Background: an optimization exercise with open tools, aiming at small area and a short achievable clock period. Do not read the settings as production practice.
RTL that was checked went through simulation tests only; none was proved equivalent to the original.
Power and IR drop assume default switching activity.

## radix3_fft
module radix3_fft(
    input clk,
    input rst,
    input in_valid,
    input [31:0] a_re,
    input [31:0] a_img,
    input [31:0] b_re,
    input [31:0] b_img,
    input [31:0] c_re,
    input [31:0] c_img,
    output out_valid,
    output [31:0] ao_re,
    output [31:0] ao_img,
    output [31:0] bo_re,
    output [31:0] bo_img,
    output [31:0] co_re,
    output [31:0] co_img
    );
==> module r3_st2, before the edit <==
module r3_st2 #(parameter [5:0] R = 0) (
    input clk,
    input [31:0] a,
    input [31:0] s,
    output [31:0] ao,
    output [31:0] p
    );
wire [31:0] ai, si;
generate
    if (R[5]) begin : gC5
        r3_cut #(.W(64)) C5 (.clk(clk), .d({a, s}), .q({ai, si}));
    end else begin : nC5
        assign {ai, si} = {a, s};
    end
endgenerate
wire sa = ai[31];
wire same = ~(ai[31] ^ si[31]);
wire [7:0] ea = ai[30:23];
wire [7:0] es = si[30:23];
wire [22:0] fa = ai[22:0];
wire [22:0] fs = si[22:0];
wire [8:0] t9 = {1'b0, ea} - {1'b0, es};
wire tneg = t9[8];                  
wire [7:0] d0 = t9[7:0];            
wire [7:0] n1 = es + ~ea;           
wire [7:0] es1 = es - 8'd1;
wire esz = ~|es;
wire w = esz & ea[7];
wire mp1 = tneg | w;                
wire [7:0] sg = mp1 ? n1 : d0;
wire sgz = (|sg[7:5]) | (sg[4] & sg[3]);
wire feq0 = ~|d0;                   
wire feq1 = ~|n1;                   
wire fge = fa >= fs;
wire [7:0] e0 = tneg ? es : ea;
wire [7:0] e1 = (tneg | esz) ? es1 : ea;
wire abig0 = mp1 ? w : ~(feq0 & ~fge);
wire abig1 = mp1 ? (feq1 & fge) : ~esz;
wire [3:0] sel0 = mp1 ? (w ? 4'b0000 : 4'b0100) : (abig0 ? 4'b1000 : 4'b0010);
wire [3:0] sel1 = mp1 ? (abig1 ? 4'b0001 : 4'b1000) : (esz ? 4'b0000 : 4'b0100);
wire [22:0] fa_b, fs_b; wire [4:0] sg_b; wire [3:0] sel0_b, sel1_b; wire [7:0] e0_b, e1_b;
wire sgz_b, mp1_b, abig0_b, abig1_b, same_b, sa_b;
generate
    if (R[0]) begin : gC0
        r3_cut #(.W(23+23+5+4+4+8+8+6)) C0 (.clk(clk), .d({fa, fs, sg[4:0], sel0, sel1, e0, e1, sgz, mp1, abig0, abig1, same, sa}), .q({fa_b, fs_b, sg_b, sel0_b, sel1_b, e0_b, e1_b, sgz_b, mp1_b, abig0_b, abig1_b, same_b, sa_b}));
    end else begin : nC0
        assign {fa_b, fs_b, sg_b, sel0_b, sel1_b, e0_b, e1_b, sgz_b, mp1_b, abig0_b, abig1_b, same_b, sa_b} = {fa, fs, sg[4:0], sel0, sel1, e0, e1, sgz, mp1, abig0, abig1, same, sa};
    end
endgenerate
wire [3:0] selA = same_b ? sel0_b : sel1_b;
wire [3:0] selS = same_b ? sel1_b : sel0_b;
wire abigA = same_b ? abig0_b : abig1_b;
wire abigS = same_b ? abig1_b : abig0_b;
wire [7:0] eA = same_b ? e0_b : e1_b;
wire [7:0] eS = same_b ? e1_b : e0_b;
wire sgnd = sa_b ^ ~abigS;
wire [23:0] ma = {1'b1, fa_b};
wire [23:0] ms = {1'b1, fs_b};
wire [23:0] xs = mp1_b ? ma : ms;
wire [23:0] base = sgz_b ? 24'd0 : (xs >> sg_b);
wire [23:0] base1 = {1'b0, base[23:1]};
wire [23:0] smA = ({24{selA[3]}} & base) | ({24{selA[2]}} & base1) |
                  ({24{selA[1]}} & ma) | ({24{selA[0]}} & ms);
wire [23:0] smS = ({24{selS[3]}} & base) | ({24{selS[2]}} & base1) |
                  ({24{selS[1]}} & ma) | ({24{selS[0]}} & ms);
wire [22:0] lfA = abigA ? fa_b : fs_b;
wire [22:0] lfS = abigS ? fa_b : fs_b;
wire [22:0] lfA_c, lfS_c; wire [23:0] smA_c, smS_c; wire [7:0] eA_c, eS_c; wire same_c, sa_c, sgnd_c;
generate
    if (R[1]) begin : gC1
        r3_cut #(.W(2*(23+24+8)+3)) C1 (.clk(clk), .d({lfA, smA, eA, lfS, smS, eS, same_b, sa_b, sgnd}), .q({lfA_c, smA_c, eA_c, lfS_c, smS_c, eS_c, same_c, sa_c, sgnd_c}));
    end else begin : nC1
        assign {lfA_c, smA_c, eA_c, lfS_c, smS_c, eS_c, same_c, sa_c, sgnd_c} = {lfA, smA, eA, lfS, smS, eS, same_b, sa_b, sgnd};
    end
endgenerate
r3_fin #(.R(R[4:2])) F (.clk(clk), .la({1'b1, lfA_c}), .sa(smA_c), .ls({1'b1, lfS_c}), .ss(smS_c),
    .ea(eA_c), .es(eS_c), .same(same_c), .sgn(sa_c), .sgnd(sgnd_c), .zp(ao), .zm(p));
endmodule
clock: 5.0 ns
lec_check: 0
cap_margin: 20
core_margin: 2
core_utilization: 40
cts_cluster_diameter: 80
cts_cluster_size: 24
place_density: 0.7
setup_slack_margin: 2.5
slew_margin: 20
synth_hierarchical: 1
run.sh (not shown) runs the stock make flow with config.mk's settings and CLKGATE_MAP_FILE= SYNTH_SCRIPT=/design/flow/synth_recipe.tcl, a recipe that flattens the netlist after the stock synthesis.
Rerun with:
--- a/flow/design.v
+++ b/flow/design.v
@@ -317,27 +317,29 @@
 wire esz = ~|es;
 wire w = esz & ea[7];
 wire mp1 = tneg | w;                
 wire [7:0] sg = mp1 ? n1 : d0;
-wire sgz = (|sg[7:5]) | (sg[4] & sg[3]);
+wire zd0 = (|d0[7:5]) | (d0[4] & d0[3]);
+wire zn1 = (|n1[7:5]) | (n1[4] & n1[3]);
+wire sgz = mp1 ? zn1 : zd0;
 wire feq0 = ~|d0;                   
 wire feq1 = ~|n1;                   
 wire fge = fa >= fs;
 wire [7:0] e0 = tneg ? es : ea;
 wire [7:0] e1 = (tneg | esz) ? es1 : ea;
-wire abig0 = mp1 ? w : ~(feq0 & ~fge);
-wire abig1 = mp1 ? (feq1 & fge) : ~esz;
-wire [3:0] sel0 = mp1 ? (w ? 4'b0000 : 4'b0100) : (abig0 ? 4'b1000 : 4'b0010);
-wire [3:0] sel1 = mp1 ? (abig1 ? 4'b0001 : 4'b1000) : (esz ? 4'b0000 : 4'b0100);
-wire [22:0] fa_b, fs_b; wire [4:0] sg_b; wire [3:0] sel0_b, sel1_b; wire [7:0] e0_b, e1_b;
-wire sgz_b, mp1_b, abig0_b, abig1_b, same_b, sa_b;
+wire [22:0] fa_b, fs_b; wire [4:0] sg_b; wire [7:0] e0_b, e1_b;
+wire sgz_b, mp1_b, w_b, esz_b, feq0_b, feq1_b, fge_b, same_b, sa_b;
 generate
     if (R[0]) begin : gC0
-        r3_cut #(.W(23+23+5+4+4+8+8+6)) C0 (.clk(clk), .d({fa, fs, sg[4:0], sel0, sel1, e0, e1, sgz, mp1, abig0, abig1, same, sa}), .q({fa_b, fs_b, sg_b, sel0_b, sel1_b, e0_b, e1_b, sgz_b, mp1_b, abig0_b, abig1_b, same_b, sa_b}));
+        r3_cut #(.W(23+23+5+8+8+9)) C0 (.clk(clk), .d({fa, fs, sg[4:0], e0, e1, sgz, mp1, w, esz, feq0, feq1, fge, same, sa}), .q({fa_b, fs_b, sg_b, e0_b, e1_b, sgz_b, mp1_b, w_b, esz_b, feq0_b, feq1_b, fge_b, same_b, sa_b}));
     end else begin : nC0
-        assign {fa_b, fs_b, sg_b, sel0_b, sel1_b, e0_b, e1_b, sgz_b, mp1_b, abig0_b, abig1_b, same_b, sa_b} = {fa, fs, sg[4:0], sel0, sel1, e0, e1, sgz, mp1, abig0, abig1, same, sa};
+        assign {fa_b, fs_b, sg_b, e0_b, e1_b, sgz_b, mp1_b, w_b, esz_b, feq0_b, feq1_b, fge_b, same_b, sa_b} = {fa, fs, sg[4:0], e0, e1, sgz, mp1, w, esz, feq0, feq1, fge, same, sa};
     end
 endgenerate
+wire abig0_b = mp1_b ? w_b : ~(feq0_b & ~fge_b);
+wire abig1_b = mp1_b ? (feq1_b & fge_b) : ~esz_b;
+wire [3:0] sel0_b = mp1_b ? (w_b ? 4'b0000 : 4'b0100) : (abig0_b ? 4'b1000 : 4'b0010);
+wire [3:0] sel1_b = mp1_b ? (abig1_b ? 4'b0001 : 4'b1000) : (esz_b ? 4'b0000 : 4'b0100);
 wire [3:0] selA = same_b ? sel0_b : sel1_b;
 wire [3:0] selS = same_b ? sel1_b : sel0_b;
 wire abigA = same_b ? abig0_b : abig1_b;
 wire abigS = same_b ? abig1_b : abig0_b;
After rerunning: Setup slack gains 0.047 ns; synthesized cell count shrinks by 0.42%; global-route usage decreases by 0.13 points; routed wire length came out lower by 0.86%; register-to-register slack gains 0.05 ns; design area shrinks by 0.56%; maximum frequency grows by 1.8%; core utilization went down by 0.21 points; flip-flop and latch count decreases by 10; non-clock buffer count decreases by 32; clock skew goes down by 0.015 ns; combinational power drops by 4.6%.

---

## the baseline
radix3_fft, a different RTL version from the one above (not shown whole).
For scale: ~12000 cells after synthesis, roughly 390 I/O pins, ~0.12 mm² of cells after synthesis.
==> module r3_mul, before the edit <==
module r3_mul #(parameter [4:0] R = 0) (
    input clk,
    input [31:0] d,
    output [31:0] m
    );
wire [31:0] di;
r3_cut #(.W(32), .EN(R[3])) C3 (.clk(clk), .d(d), .q(di));
wire [23:0] mm = {1'b1, di[22:0]};
wire [24:0] t = {1'b0, mm} + {2'b0, mm[23:1]};
wire [23:0] u = mm - {4'd0, mm[23:4]};
wire [22:0] f_b; wire c1; wire [23:0] u_b; wire [7:0] e_b; wire sd_b;
r3_cut #(.W(23+1+24+8+1), .EN(R[0])) C0 (.clk(clk),
    .d({di[22:0], t[24], u, di[30:23], di[31]}), .q({f_b, c1, u_b, e_b, sd_b}));
wire u23 = u_b[23];
wire ez = (e_b == 8'd0);
wire byp1 = (e_b == 8'd1) | ((e_b == 8'd255) & c1);
wire byp2 = (e_b[7:1] == 7'd1) | (e_b[7:1] == 7'd2);    
wire byp = byp1 | byp2;
wire nrm = ~byp & ~ez;
wire [23:0] m_b = {1'b1, f_b};
wire [23:0] s2 = u23 ? u_b : {u_b[22:0], 1'b0};
wire [24:0] o1 = {1'b0, byp1 ? s2 : m_b};
wire [24:0] o2 = nrm ? {2'd0, m_b[23:1]} : 25'd0;
wire [24:0] o3 = nrm ? {3'd0, u_b[23:3], 1'b0} : ez ? {2'd0, u_b[23:1]} : 25'd0;
wire cin = nrm & ~c1 & u_b[2];
wire sh = nrm & c1;
wire [7:0] e1 = byp2 ? e_b + 8'd250 :
                byp1 ? (e_b[1] ? 8'd252 : 8'd254) + {7'd0, u23} :
                ez   ? 8'd255 : e_b + {7'd0, c1};
wire [7:0] e0 = e1 - 8'd1;
wire sg = byp2 ? sd_b : ~sd_b;
wire [24:0] cs_s = o1 ^ o2 ^ o3;
wire [24:0] cs_c = (o1 & o2) | (o1 & o3) | (o2 & o3);
wire [24:0] cs_s_c, cs_c_c; wire cin_c, sh_c, sg_c; wire [7:0] e1_c, e0_c;
r3_cut #(.W(25+25+3+8+8), .EN(R[1])) C1 (.clk(clk),
    .d({cs_s, cs_c, cin, sh, sg, e1, e0}), .q({cs_s_c, cs_c_c, cin_c, sh_c, sg_c, e1_c, e0_c}));
wire [25:0] w = {1'b0, cs_s_c} + {cs_c_c, cin_c};
wire [25:0] w_d; wire sh_d, sg_d; wire [7:0] e1_d, e0_d;
r3_cut #(.W(26+2+8+8), .EN(R[4])) C4 (.clk(clk),
    .d({w, sh_c, sg_c, e1_c, e0_c}), .q({w_d, sh_d, sg_d, e1_d, e0_d}));
wire [24:0] h = sh_d ? w_d[25:1] : w_d[24:0];
wire [31:0] m_e = {sg_d, h[24] ? e1_d : e0_d, h[24] ? h[23:1] : h[22:0]};
r3_cut #(.W(32), .EN(R[2])) C2 (.clk(clk), .d(m_e), .q(m));
endmodule
export LEC_CHECK = 0
export CAP_MARGIN = 20
export CORE_MARGIN = 2
export CORE_UTILIZATION = 40
export SETUP_SLACK_MARGIN = 2.1
export SLEW_MARGIN = 20
create_clock -name core_clock -period 5.0 [get_ports {clk}]
[inputs] the candidate vs the baseline
==> flow/design.v, changed modules only <==
module r3_mul #(parameter [4:0] R = 0) (
    input clk,
    input [31:0] d,
    output [31:0] m
    );
wire [31:0] di;
r3_cut #(.W(32), .EN(R[3])) C3 (.clk(clk), .d(d), .q(di));
wire sd = di[31];
wire [7:0] e = di[30:23];
wire [23:0] mm = {1'b1, di[22:0]};
wire [24:0] t = {1'b0, mm} + {2'b0, mm[23:1]};
wire [23:0] u = mm - {4'd0, mm[23:4]};
wire [22:0] f_b; wire [24:0] t_b; wire [23:0] u_b; wire [7:0] e_b; wire sd_b;
r3_cut #(.W(23+25+24+8+1), .EN(R[0])) C0 (.clk(clk),
    .d({di[22:0], t, u, e, sd}), .q({f_b, t_b, u_b, e_b, sd_b}));
wire c1 = t_b[24];
wire u23 = u_b[23];
wire ez = (e_b == 8'd0);
wire byp1 = (e_b == 8'd1) | ((e_b == 8'd255) & c1);
wire byp2 = (e_b[7:1] == 7'd1) | (e_b[7:1] == 7'd2);    
wire byp = byp1 | byp2;
wire [23:0] s2 = u23 ? u_b : {u_b[22:0], 1'b0};
wire [23:0] s1 = byp2 ? {1'b1, f_b} :
                 byp1 ? s2 :
                 ez   ? {1'b1, f_b} :
                 c1   ? t_b[24:1] : t_b[23:0];
wire [23:0] s2k = byp ? 24'd0 :
                  ez  ? {1'd0, u_b[23:1]} :
                  c1  ? {3'd0, u_b[23:3]} : {2'd0, u_b[23:2]};
wire [7:0] e1 = byp2 ? e_b + 8'd250 :
                byp1 ? (e_b[1] ? 8'd252 : 8'd254) + {7'd0, u23} :
                ez   ? 8'd255 : e_b + {7'd0, c1};
wire sg = byp2 ? sd_b : ~sd_b;
wire [7:0] e0 = e1 - 8'd1;
wire [23:0] s1_c, s2k_c; wire [7:0] e1_c, e0_c; wire sg_c;
r3_cut #(.W(24+24+8+8+1), .EN(R[1])) C1 (.clk(clk),
    .d({s1, s2k, e1, e0, sg}), .q({s1_c, s2k_c, e1_c, e0_c, sg_c}));
wire [24:0] h = {1'b0, s1_c} + {1'b0, s2k_c};
wire [24:0] h_d; wire [7:0] e1_d, e0_d; wire sg_d;
r3_cut #(.W(25+8+8+1), .EN(R[4])) C4 (.clk(clk),
    .d({h, e1_c, e0_c, sg_c}), .q({h_d, e1_d, e0_d, sg_d}));
wire [31:0] m_e = {sg_d, h_d[24] ? e1_d : e0_d, h_d[24] ? h_d[23:1] : h_d[22:0]};
r3_cut #(.W(32), .EN(R[2])) C2 (.clk(clk), .d(m_e), .q(m));
endmodule
--- outcome ---
- Per the final summary, the baseline finished and its layout is clean on timing, DRC and antenna.
- The candidate finished end to end and its layout was clean on timing, DRC and antenna.
- Diff the baseline..the candidate | clock tree buffer count of the final layout | negligible
- The candidate vs the baseline: clock buffer count from CTS up
- STATUS switching power of the nets: the candidate wins against the baseline
- In the candidate relative to the baseline, number of ordinary and repair buffers in the finished layout had gone down by a few percent.
- Synthesized cell count: the candidate > the baseline
- [the candidate vs the baseline] leakage power summed over all cells: higher in the candidate
Only the layout flow was run in the baseline; the RTL was not checked for function there.

-- afterwards: timing with drivers on the ports --
In the flow no input, the clock included, has a driving cell. The finished layouts below were timed again as built, in two steps. Step 1 sets driving cells, clkbuf_16 on the clock port and buf_2 on the other inputs (assumed; they add their load-dependent delay and slew). Step 2 also shifts input and output timing later by t, the mid clock arrival at the registers, as if the neighbouring blocks saw the same clock. Slacks: ideal ports / drivers / drivers and shift; pairs: ideal ports / drivers.
run | shift t [ns] | setup slack, ns | hold WS [ns] | clock arrival spread, ns | slew at the worst register clock pin (ns)
the first run of note 1 | 0.945 | 2.401 / 2.401 / 1.806 | 0.301 / 0.301 / 0.301 | 0.101 / 0.101 | 0.09 / 0.09
the second run of note 1 | 0.978 | 2.448 / 2.448 / 1.735 | 0.304 / 0.304 / 0.304 | 0.072 / 0.072 | 0.10 / 0.10
the baseline | 0.989 | 1.938 / 1.938 / 1.350 | 0.292 / 0.292 / 0.292 | 0.056 / 0.056 | 0.07 / 0.07
the candidate | 0.990 | 1.890 / 1.890 / 1.355 | 0.268 / 0.268 / 0.268 | 0.069 / 0.069 | 0.07 / 0.07
After both steps setup and hold are still met in every run listed. The setup slack of the second run of note 1, which loses most, moves by 0.000 ns with the drivers and by -0.713 ns with both steps.
